This is an optimization exercise on Yosys and OpenROAD, whose aim is small area, not a production implementation.
Function was checked by simulation only, so behaviour that the tests miss may differ from the original.
Power and IR drop assume default switching activity.

Setup of JK:
==> flow/design.v <==
`timescale 1ns / 1ps
module PCI_WB_DeFSM(
	input  PHY_CLK33_I,
	input  PHY_RSTn_I,
	input  IDSEL_I,
	input  FRAMEn_I,
	input  IRDYn_I,
	output TRDYn_O,
	output TRDYn_DIR_O,
	output DEVSELn_O,
	output DEVSELn_DIR_O,
	output STOPn_O,
	output STOPn_DIR_O,
	input  PAR_I,
	output reg PAR_O,
	output reg PAR_DIR_O,
	output PERRn_O,
	output PERRn_DIR_O,
	output SERRn_O,
	output SERRn_DIR_O,
	output [31:0] AD_O,
	output AD_DIR_O,
	input  [31:0] AD_I,
	input  [3:0] CBEn_I,
	output INTA_O,
	output [31:0] WB_DATA_O,
	input  [31:0] WB_DATA_I,
	input  WB_ACK_I,
	input  WB_VALID_I,
	output [31:0] WB_ADD_O,
	output WB_STB_O,
	output WB_WE_O,
	output HP_MEM_IDLE_O,
	input  [31:0] HPRAM_DATA_I,
	output [31:0] HPRAM_DATA_O,
	output reg [11:0] HPRAM_ADD_O,
	output [3:0] HPRAM_WEN_O
    );
	assign PERRn_O = 1'b1;
	assign PERRn_DIR_O = 1'b0;
	assign SERRn_O = 1'b1;
	assign SERRn_DIR_O = 1'b0;
	assign INTA_O = 1'b0;
	localparam S_IDLE     = 4'd0;   
	localparam S_DEC      = 4'd1;   
	localparam S_DEAD     = 4'd2;   
	localparam S_CLAIM    = 4'd3;   
	localparam S_CFG_ACK  = 4'd4;
	localparam S_CFG_TERM = 4'd5;
	localparam S_MEM_BUSY = 4'd6;   
	localparam S_MEM_TERM = 4'd7;
	localparam S_HP_WREAD = 4'd8;
	localparam S_HP_READ  = 4'd9;
	localparam S_HP_WRITE = 4'd10;
	localparam S_HP_TERM  = 4'd11;
	localparam T_CFG = 2'd0;
	localparam T_MEM = 2'd1;
	localparam T_HP  = 2'd2;
	reg [3:0]  st;
	reg [1:0]  tgt;
	reg        wr;
	reg [19:2] pci_add;
	reg        cmd1, cmd10, sta27;
	reg [11:0] bar10, bar14;
	reg [7:0]  intl;
	reg [3:0]  cnt;        
	reg        f1;         
	reg        f2;         
	reg [31:0] mem_ad;
	reg        mem_vld;
	reg [31:0] hp_ad;
	reg [3:0]  hp_be;
	reg [31:0] dreg;       
	wire rst = ~PHY_RSTn_I;
	wire        a_inc;
	wire [12:0] a_c;
	wire [11:0] a_sum;
	assign a_c[0] = a_inc;
	genvar gi;
	generate
		for (gi = 0; gi < 12; gi = gi + 1) begin : g_ainc
			assign a_sum[gi]   = HPRAM_ADD_O[gi] ^ a_c[gi];
			assign a_c[gi + 1] = HPRAM_ADD_O[gi] & a_c[gi];
		end
	endgenerate
	wire hit_cfg = IDSEL_I && AD_I[10:8] == 3'b000 && AD_I[1:0] == 2'b00;
	wire hit_mem = cmd1 && AD_I[31:20] == bar14;
	wire hit_hp  = cmd1 && AD_I[31:20] == bar10;
	wire cmd_cfg = CBEn_I[3:1] == 3'b101;
	wire cmd_mem = CBEn_I[3:1] == 3'b011;
	wire s_idle  = st == S_IDLE;
	wire s_claim = st == S_CLAIM;
	wire s_cack  = st == S_CFG_ACK;
	wire s_cterm = st == S_CFG_TERM;
	wire s_mbusy = st == S_MEM_BUSY;
	wire s_mterm = st == S_MEM_TERM;
	wire s_hwrd  = st == S_HP_WREAD;
	wire s_hrd   = st == S_HP_READ;
	wire s_hwr   = st == S_HP_WRITE;
	wire s_hterm = st == S_HP_TERM;
	wire irdy = ~IRDYn_I;
	assign a_inc = irdy && (s_hwrd || s_hrd || (s_hwr && !FRAMEn_I && !f1));
	wire mem_done = wr ? WB_ACK_I : WB_VALID_I;
	wire hp_par  = ~f1 | f2;
	wire hp_trdy = ~f1 & f2;
	always @(posedge PHY_CLK33_I) begin
		if (rst) begin
			st <= S_IDLE;
			cmd1 <= 1'b0;
			cmd10 <= 1'b0;
			sta27 <= 1'b0;
			bar10 <= 12'd0;
			bar14 <= 12'd0;
			intl <= 8'd0;
			mem_vld <= 1'b0;
			hp_be <= 4'hF;
			HPRAM_ADD_O <= 12'd0;
		end else begin
			case (st)
				S_IDLE:
					if (!FRAMEn_I) begin
						if (hit_cfg)
							st <= cmd_cfg ? S_DEC : S_DEAD;
						else if (hit_mem || hit_hp)
							st <= cmd_mem ? S_DEC : S_DEAD;
					end
				S_DEC:  st <= S_CLAIM;
				S_DEAD: st <= S_IDLE;
				S_CLAIM:
					case (tgt)
						T_CFG:
							if (irdy) begin
								st <= S_CFG_ACK;
								if (wr)
									case (pci_add[7:2])
										6'd1: begin
											if (!CBEn_I[3] && AD_I[27]) sta27 <= 1'b0;
											if (!CBEn_I[0]) begin
												cmd1 <= AD_I[1];
												cmd10 <= AD_I[10];
											end
										end
										6'd4: begin
											if (!CBEn_I[3]) bar10[11:4] <= AD_I[31:24];
											if (!CBEn_I[2]) bar10[3:0] <= AD_I[23:20];
										end
										6'd5: begin
											if (!CBEn_I[3]) bar14[11:4] <= AD_I[31:24];
											if (!CBEn_I[2]) bar14[3:0] <= AD_I[23:20];
										end
										6'd15:
											if (!CBEn_I[0]) intl <= AD_I[7:0];
										default: ;
									endcase
							end
						T_MEM: st <= S_MEM_BUSY;
						default: begin
							HPRAM_ADD_O <= pci_add[13:2];
							st <= wr ? S_HP_WRITE : S_HP_WREAD;
						end
					endcase
				S_CFG_ACK:  st <= S_CFG_TERM;
				S_CFG_TERM: st <= S_IDLE;
				S_MEM_BUSY:
					if (mem_done) begin
						st <= S_MEM_TERM;
						if (!wr) mem_vld <= 1'b1;
					end else if (cnt == 4'd13) begin
						st <= S_MEM_TERM;
						sta27 <= 1'b1;
					end
				S_MEM_TERM: st <= S_IDLE;
				S_HP_WREAD:
					if (irdy) begin
						st <= S_HP_READ;
						hp_be <= CBEn_I;
					end
				S_HP_READ:
					if (irdy) begin
						hp_be <= CBEn_I;
					end else if (!f1 && FRAMEn_I)
						st <= S_DEAD;
				S_HP_WRITE:
					if (!irdy && !f1 && FRAMEn_I)
						st <= S_HP_TERM;
				S_HP_TERM: st <= S_IDLE;
				default: st <= S_IDLE;
			endcase
			if (!(s_claim && tgt == T_HP))
				HPRAM_ADD_O <= a_sum;
		end
	end
	always @(posedge PHY_CLK33_I) begin
		if (s_idle) begin
			pci_add <= AD_I[19:2];
			wr <= CBEn_I[0];
			tgt <= hit_cfg ? T_CFG : hit_mem ? T_MEM : T_HP;
		end
		if ((s_claim && tgt != T_MEM) || s_hwr)
			cnt <= CBEn_I;
		else if (s_claim)
			cnt <= 4'd0;
		else if (s_mbusy)
			cnt <= cnt + 4'd1;
		if (s_claim) begin
			f1 <= ~wr & irdy;    
			f2 <= 1'b0;
			if (tgt == T_HP) f1 <= 1'b1;
		end else if (s_mbusy) begin
			f2 <= mem_done;
		end else if (s_hwrd) begin
			f2 <= 1'b0;
		end else if (s_hrd) begin
			if (irdy) begin
				f1 <= 1'b0;
				f2 <= 1'b1;
			end else
				f2 <= f1;
		end else if (s_hwr) begin
			f2 <= irdy;
			if (irdy) f1 <= 1'b0;
		end
		if (s_mbusy && mem_done && !wr)
			mem_ad <= WB_DATA_I;
		if ((s_hwrd || s_hrd) && irdy)
			hp_ad <= HPRAM_DATA_I;
		if (!(s_mbusy && wr))
			dreg <= AD_I;
	end
	assign HPRAM_WEN_O = (s_hwr && f2) ? ~cnt : 4'b0000;
	reg [31:0] cfg_rd;
	always @(*)
		case (pci_add[7:2])
			6'd0:  cfg_rd = 32'hBBCC00AA;
			6'd1:  cfg_rd = {4'b0, sta27, 5'b0, 1'b1, 10'b0, cmd10, 8'b0, cmd1, 1'b0};
			6'd2:  cfg_rd = 32'h118000F8;
			6'd4:  cfg_rd = {bar10, 20'd0};
			6'd5:  cfg_rd = {bar14, 20'd0};
			6'd11: cfg_rd = 32'h00019876;
			6'd15: cfg_rd = {23'd0, 1'b1, intl};
			default: cfg_rd = 32'd0;
		endcase
	wire [31:0] cfg_msk = {{8{~cnt[3]}}, {8{~cnt[2]}}, {8{~cnt[1]}}, {8{~cnt[0]}}};
	wire [31:0] hp_msk  = {{8{~hp_be[3]}}, {8{~hp_be[2]}}, {8{~hp_be[1]}}, {8{~hp_be[0]}}};
	wire sel_c = tgt == T_CFG;
	wire sel_m = tgt == T_MEM && mem_vld;
	wire sel_h = tgt == T_HP;
	assign AD_O = (cfg_rd & cfg_msk & {32{sel_c}}) | (mem_ad & {32{sel_m}}) | (hp_ad & hp_msk & {32{sel_h}});
	wire act = !(s_idle || st == S_DEC || st == S_DEAD);
	assign TRDYn_DIR_O   = PHY_RSTn_I & act;
	assign DEVSELn_DIR_O = PHY_RSTn_I & act;
	assign STOPn_DIR_O   = PHY_RSTn_I & act;
	assign TRDYn_O   = ~(s_cack || (s_mterm && f2) || (s_hrd && hp_trdy) || (s_hwr && !f1));
	assign DEVSELn_O = s_cterm || (s_mterm && !f2);
	assign STOPn_O   = ~(s_cack || s_mterm);
	assign AD_DIR_O  = PHY_RSTn_I & ((s_cack && !wr) || ((s_mbusy || s_mterm) && f1) || s_hwrd || s_hrd);
	wire par_req = (s_cack && !wr) || (s_mterm && f2 && !wr) || (s_hrd && hp_par);
	always @(negedge PHY_CLK33_I) begin
		PAR_DIR_O <= PHY_RSTn_I & par_req;
		PAR_O <= ^{AD_I, CBEn_I};
	end
	assign WB_STB_O  = s_mbusy;
	assign WB_WE_O   = wr;
	assign WB_ADD_O  = {12'd0, pci_add[19:2], 2'b00};
	assign WB_DATA_O = dreg;
	assign HPRAM_DATA_O = dreg;
	assign HP_MEM_IDLE_O = !(s_hwrd || s_hrd || s_hwr || s_hterm);
endmodule
clock: 10.0 ns
lec_check: 0
cap_margin: 20
core_margin: 2
core_utilization: 40
slew_margin: 20
standard.sh (not shown) runs the stock make flow with config.mk's settings and CLKGATE_MAP_FILE= SYNTH_SCRIPT=/design/flow/synth_recipe.tcl, a recipe that flattens the netlist after the stock synthesis.
==> flow/flow/run.sh <==
#!/bin/bash
# The standard layout (standard.sh: unchanged synthesis, floorplan, power grid
# and tap cells), with two placement/CTS arguments changed:
#  - every input and output port still gets a buffer, but a sky130_fd_sc_hd__buf_1
#  - clock tree synthesis without dummy loads, with clkbuf_8 buffers in clusters of up to 20 sinks
# Each tool's full output stays in orfs/logs/; make's own output goes to flow_make.log.
set -euo pipefail
export BUFFER_PORTS_ARGS="-buffer_cell sky130_fd_sc_hd__buf_1"
export CTS_ARGS="-sink_clustering_enable -repair_clock_nets -dont_use_dummy_load -buf_list {sky130_fd_sc_hd__clkbuf_8} -sink_clustering_size 20 -sink_clustering_max_diameter 80"
bash standard.sh finish > flow_make.log 2>&1
JK completed end to end with timing, DRC and antenna clean.
## Diff of input files: MS against JK
--- a/flow/design.v
+++ b/flow/design.v
@@ -31,13 +31,13 @@
 	output WB_STB_O,
 	output WB_WE_O,
 	output HP_MEM_IDLE_O,
 	input  [31:0] HPRAM_DATA_I,
 	output [31:0] HPRAM_DATA_O,
 	output reg [11:0] HPRAM_ADD_O,
-	output [3:0] HPRAM_WEN_O
+	output reg [3:0] HPRAM_WEN_O
     );
 	assign PERRn_O = 1'b1;
 	assign PERRn_DIR_O = 1'b0;
 	assign SERRn_O = 1'b1;
 	assign SERRn_DIR_O = 1'b0;
 	assign INTA_O = 1'b0;
@@ -193,44 +193,41 @@
 	always @(posedge PHY_CLK33_I) begin
 		if (s_idle) begin
 			pci_add <= AD_I[19:2];
 			wr <= CBEn_I[0];
 			tgt <= hit_cfg ? T_CFG : hit_mem ? T_MEM : T_HP;
 		end
-		if ((s_claim && tgt != T_MEM) || s_hwr)
-			cnt <= CBEn_I;
-		else if (s_claim)
-			cnt <= 4'd0;
+		if (s_claim)
+			cnt <= (tgt == T_MEM) ? 4'd0 : CBEn_I;
 		else if (s_mbusy)
 			cnt <= cnt + 4'd1;
 		if (s_claim) begin
 			f1 <= ~wr & irdy;    
-			f2 <= 1'b0;
 			if (tgt == T_HP) f1 <= 1'b1;
 		end else if (s_mbusy) begin
 			f2 <= mem_done;
 		end else if (s_hwrd) begin
 			f2 <= 1'b0;
 		end else if (s_hrd) begin
 			if (irdy) begin
 				f1 <= 1'b0;
 				f2 <= 1'b1;
 			end else
 				f2 <= f1;
 		end else if (s_hwr) begin
-			f2 <= irdy;
 			if (irdy) f1 <= 1'b0;
 		end
 		if (s_mbusy && mem_done && !wr)
 			mem_ad <= WB_DATA_I;
 		if ((s_hwrd || s_hrd) && irdy)
 			hp_ad <= HPRAM_DATA_I;
 		if (!(s_mbusy && wr))
 			dreg <= AD_I;
 	end
-	assign HPRAM_WEN_O = (s_hwr && f2) ? ~cnt : 4'b0000;
+	always @(posedge PHY_CLK33_I)
+		HPRAM_WEN_O <= (!rst && s_hwr && irdy) ? ~CBEn_I : 4'b0000;
 	reg [31:0] cfg_rd;
 	always @(*)
 		case (pci_add[7:2])
 			6'd0:  cfg_rd = 32'hBBCC00AA;
 			6'd1:  cfg_rd = {4'b0, sta27, 5'b0, 1'b1, 10'b0, cmd10, 8'b0, cmd1, 1'b0};
 			6'd2:  cfg_rd = 32'h118000F8;
[summary]
- Re headroom to the max-slew limit: MS is 2.7 points down on JK.
- Compared with JK, in MS post-layout total power rose by 7.9%, utilization after layout stayed essentially flat.
- JK → MS: design area increased by 65 um2 relative to the old numbers, synthesized area divided by synthesized cell count increased by 1.6% relative to the old numbers, net switching power increased by about 14% relative to the old numbers.
- | aggregate routed wire length | MS vs JK | about 0.7% higher |
- Summary — die area, MS relative to JK: higher, by 1.0%.
- Setup slack: MS less than JK
- The higher post-placement cell area of JK and MS is in MS.
- Combinational power share delta for MS relative to JK: 3.0 points higher
